This is an optimization exercise on Yosys and OpenROAD, whose aim is small area and few clock cycles, not a production implementation. In this exercise RTL edits were held to simulation tests only and were not proved equivalent to the original.

==> inputs of build 40 <==
Design convolution_top_module, start of the top module:
module convolution_top_module
(
input iCLK, iRSTn,
input signed [7:0] iW, iX,
input [4:0] iADDR,
input iWren, iValid,
output signed [15:0] oY,
output oValid);
export LEC_CHECK = 0
export CAP_MARGIN = 20
export CORE_MARGIN = 2
export CORE_UTILIZATION = 55
export CTS_CLUSTER_DIAMETER = 120
export CTS_CLUSTER_SIZE = 20
export GPL_TIMING_DRIVEN = 0
export SLEW_MARGIN = 20
export SYNTH_HIERARCHICAL = 1
create_clock -name core_clock -period 6.0 [get_ports {iCLK}]
run.sh (not shown) runs the stock make flow with config.mk's settings and CLKGATE_MAP_FILE= SYNTH_SCRIPT=/design/flow/synth_recipe.tcl, a recipe that flattens the netlist after the stock synthesis.
==> inputs of build 6, as changes to build 40 <==
- CTS_BUF_LIST: not set -> sky130_fd_sc_hd__clkbuf_8
- CTS_CLUSTER_DIAMETER: 120 -> 90
- CTS_CLUSTER_SIZE: 20 -> 12
==> results.txt <==
outcome timing/DRC/antenna clean; Clock Skew 20.99 ps; Fin Hold WS 313.3 ps; critical path startpoint T4[15]; FILL cells 10830; WL per Instance between 20 and 25 µm; via count a little over 40000
[end of results for build 40]
==> results.txt <==
H-tree levels 4; DR vias/cell around 5.4; area of the multi-input gates 43390 µm²; FILL cells 10880; critical path startpoint T4[9]; outcome timing/DRC/antenna clean; Pre-antenna DRT Iters 6; Clock Skew 47.03 ps
[end of results for build 6]
Testbench counts of build 40, summed over its fixed seeds: cycles 49,168.
Testbench counts of build 6, summed over its fixed seeds: cycles 49,168.

* * *

==> 08-09 <==
convolution_top_module, a different RTL version from the one above (not shown whole).
clock: 6.0 ns
lec_check: 0
cap_margin: 20
core_margin: 2
core_utilization: 55
cts_buf_list: sky130_fd_sc_hd__clkbuf_8
cts_cluster_diameter: 100
cts_cluster_size: 14
gpl_timing_driven: 0
slew_margin: 20
synth_hierarchical: 1
==> inputs of 06-24, as changes to 08-09 <==
--- a/flow/config.mk
+++ b/flow/config.mk
@@ -8,8 +8,7 @@
 export CAP_MARGIN = 20
 export CORE_MARGIN = 2
-export CORE_UTILIZATION = 55
-export CTS_BUF_LIST = sky130_fd_sc_hd__clkbuf_8
-export CTS_CLUSTER_DIAMETER = 100
-export CTS_CLUSTER_SIZE = 14
+export CORE_UTILIZATION = 65
+export CTS_CLUSTER_DIAMETER = 150
+export CTS_CLUSTER_SIZE = 24
 export GPL_TIMING_DRIVEN = 0
 export SLEW_MARGIN = 20
==> results.txt <==
Multi-input logic area: 06-24 44,300 um2; 08-09 44,300 um2
Post-layout net count: 06-24 7,450; 08-09 7,495
Worst slew margin: 06-24 39.4%; 08-09 34.6%
Fraction of standard cell area that is sequential: 06-24 38.6%; 08-09 38.5%
Worst reg2reg path depth: 06-24 21; 08-09 20
Final period util: 06-24 96.9%; 08-09 97.8%
Result of the run: 06-24 complete, no violations; 08-09 complete, no violations
Inserted Clock Buffers: 06-24 70; 08-09 116
Peak clock frequency supported by timing: 06-24 172 MHz; 08-09 170 MHz
Met1 layer usage reported by global route: 06-24 40.5%; 08-09 34.7%
Actual transition at the worst max-transition pin: 06-24 0.906 ns; 08-09 0.978 ns
First-pass GRT wire length: 06-24 268,000 um; 08-09 275,000 um
Post-Route M1 WL: 06-24 66,200 um; 08-09 72,200 um
Multi-input gate share of the layout cell area: 06-24 55.1%; 08-09 55.0%
Number of DRC markers in iteration 0: 06-24 3,267; 08-09 2,501
Final non-filler cell area: 06-24 80,300 um2; 08-09 80,600 um2
Number of non-clock buffers in the layout: 06-24 63; 08-09 62
Proportion of layout cells with a drive suffix above 1: 06-24 2.96%; 08-09 3.93%
Post-placement cell count: 06-24 7,117; 08-09 7,386
Combined flip-flop and latch cell area: 06-24 31,000 um2; 08-09 31,000 um2
Initial core utilization: 06-24 65.3%; 08-09 55.2%
Testbench counts of 08-09, summed over its fixed seeds: cycles 49,168.
Testbench counts of 06-24, summed over its fixed seeds: cycles 49,168.

* * *

==> inputs of job 1711 <==
convolution_top_module again, from the RTL that the note above started with.
make LEC_CHECK=0 CAP_MARGIN=20 CORE_MARGIN=2 CORE_UTILIZATION=55 CTS_CLUSTER_DIAMETER=150 CTS_CLUSTER_SIZE=24 GPL_TIMING_DRIVEN=0 SLEW_MARGIN=20 SYNTH_HIERARCHICAL=1 finish   # period 6.0 ns
==> inputs of job 7664, as changes to job 1711 <==
- CTS_BUF_LIST: unset -> sky130_fd_sc_hd__clkbuf_4 sky130_fd_sc_hd__clkbuf_8
- CTS_CLUSTER_DIAMETER: 150 -> 80
- CTS_CLUSTER_SIZE: 24 -> 10
==> results.txt <==
quantity	job 1711	job 7664
Clock buffer instance count of the final layout	101	224
Slew @ Worst Pin	0.935 ns	0.972 ns
Final hold slack	0.309 ns	0.279 ns
Overall via count from detail_route	40,800	41,400
Result of the run	finished clean	finished clean
CTS clock-pin slew for the worst setup and hold paths	0.11 ns	0.08 ns
Wire length of the first global-routing pass	274,000 um	278,000 um
Pin count of the biggest net entering global routing	26	17
FF-to-FF setup slack	0.37 ns	0.41 ns
Met1 Use GR	34.6%	34.6%
H-tree levels	3	4
Amount of wire on met3 after detailed routing	8650 um	10,200 um
Final standard cell area without fillers	0.0807 mm2	0.0817 mm2
Clock latency reported for the late side of the worst-skew pair	0.72 ns	0.91 ns
DR WL met2	88,600 um	89,500 um
Fmax	0.171 GHz	0.173 GHz
Destination of the worst hold path	line[430]	line[487]
Fill cells	11,000	11,000
Count of non-filler cells in the finished layout	7,500	7,640
Crit. path cell count	13	12
Longest individual stage delay on the worst path	0.49 ns	0.56 ns
Routed length on met1	71,800 um	71,600 um
Testbench counts of job 1711, summed over its fixed seeds: cycles 49,168.
Testbench counts of job 7664, summed over its fixed seeds: cycles 49,168.

-- afterwards: timing with drivers on the ports --
In the flow no input, the clock included, has a driving cell. The finished layouts below were timed again as built, in two steps. Step 1: set_driving_cell puts a clkbuf_16 on iCLK and a buf_2 on each other input, an assumption about the parent block. Step 2 times the ports against the registers' clock, not the clock port: input delays grow and output delays shrink by t, the midpoint of the rising clock arrivals with the driver on. Three values: ideal ports, drivers, drivers and shift; two values: the first two.
run | t (ns) | setup slack, ns | worst hold slack (ns) | worst setup path at the end
build 40 | 0.778 | 0.216 / 0.136 / 0.452 | 0.313 / 0.313 / 0.313 | register to register
build 6 | 0.948 | 0.145 / 0.068 / 0.474 | 0.294 / 0.294 / 0.294 | register to register
08-09 | 0.919 | 0.130 / 0.061 / 0.395 | 0.302 / 0.302 / 0.302 | register to register
06-24 | 0.748 | 0.188 / 0.118 / 0.363 | 0.318 / 0.318 / 0.318 | register to register
job 1711 | 0.775 | 0.167 / 0.085 / 0.374 | 0.309 / 0.309 / 0.309 | register to register
job 7664 | 0.959 | 0.221 / 0.151 / 0.411 | 0.279 / 0.279 / 0.279 | register to register
After both steps every run listed still meets setup and hold.
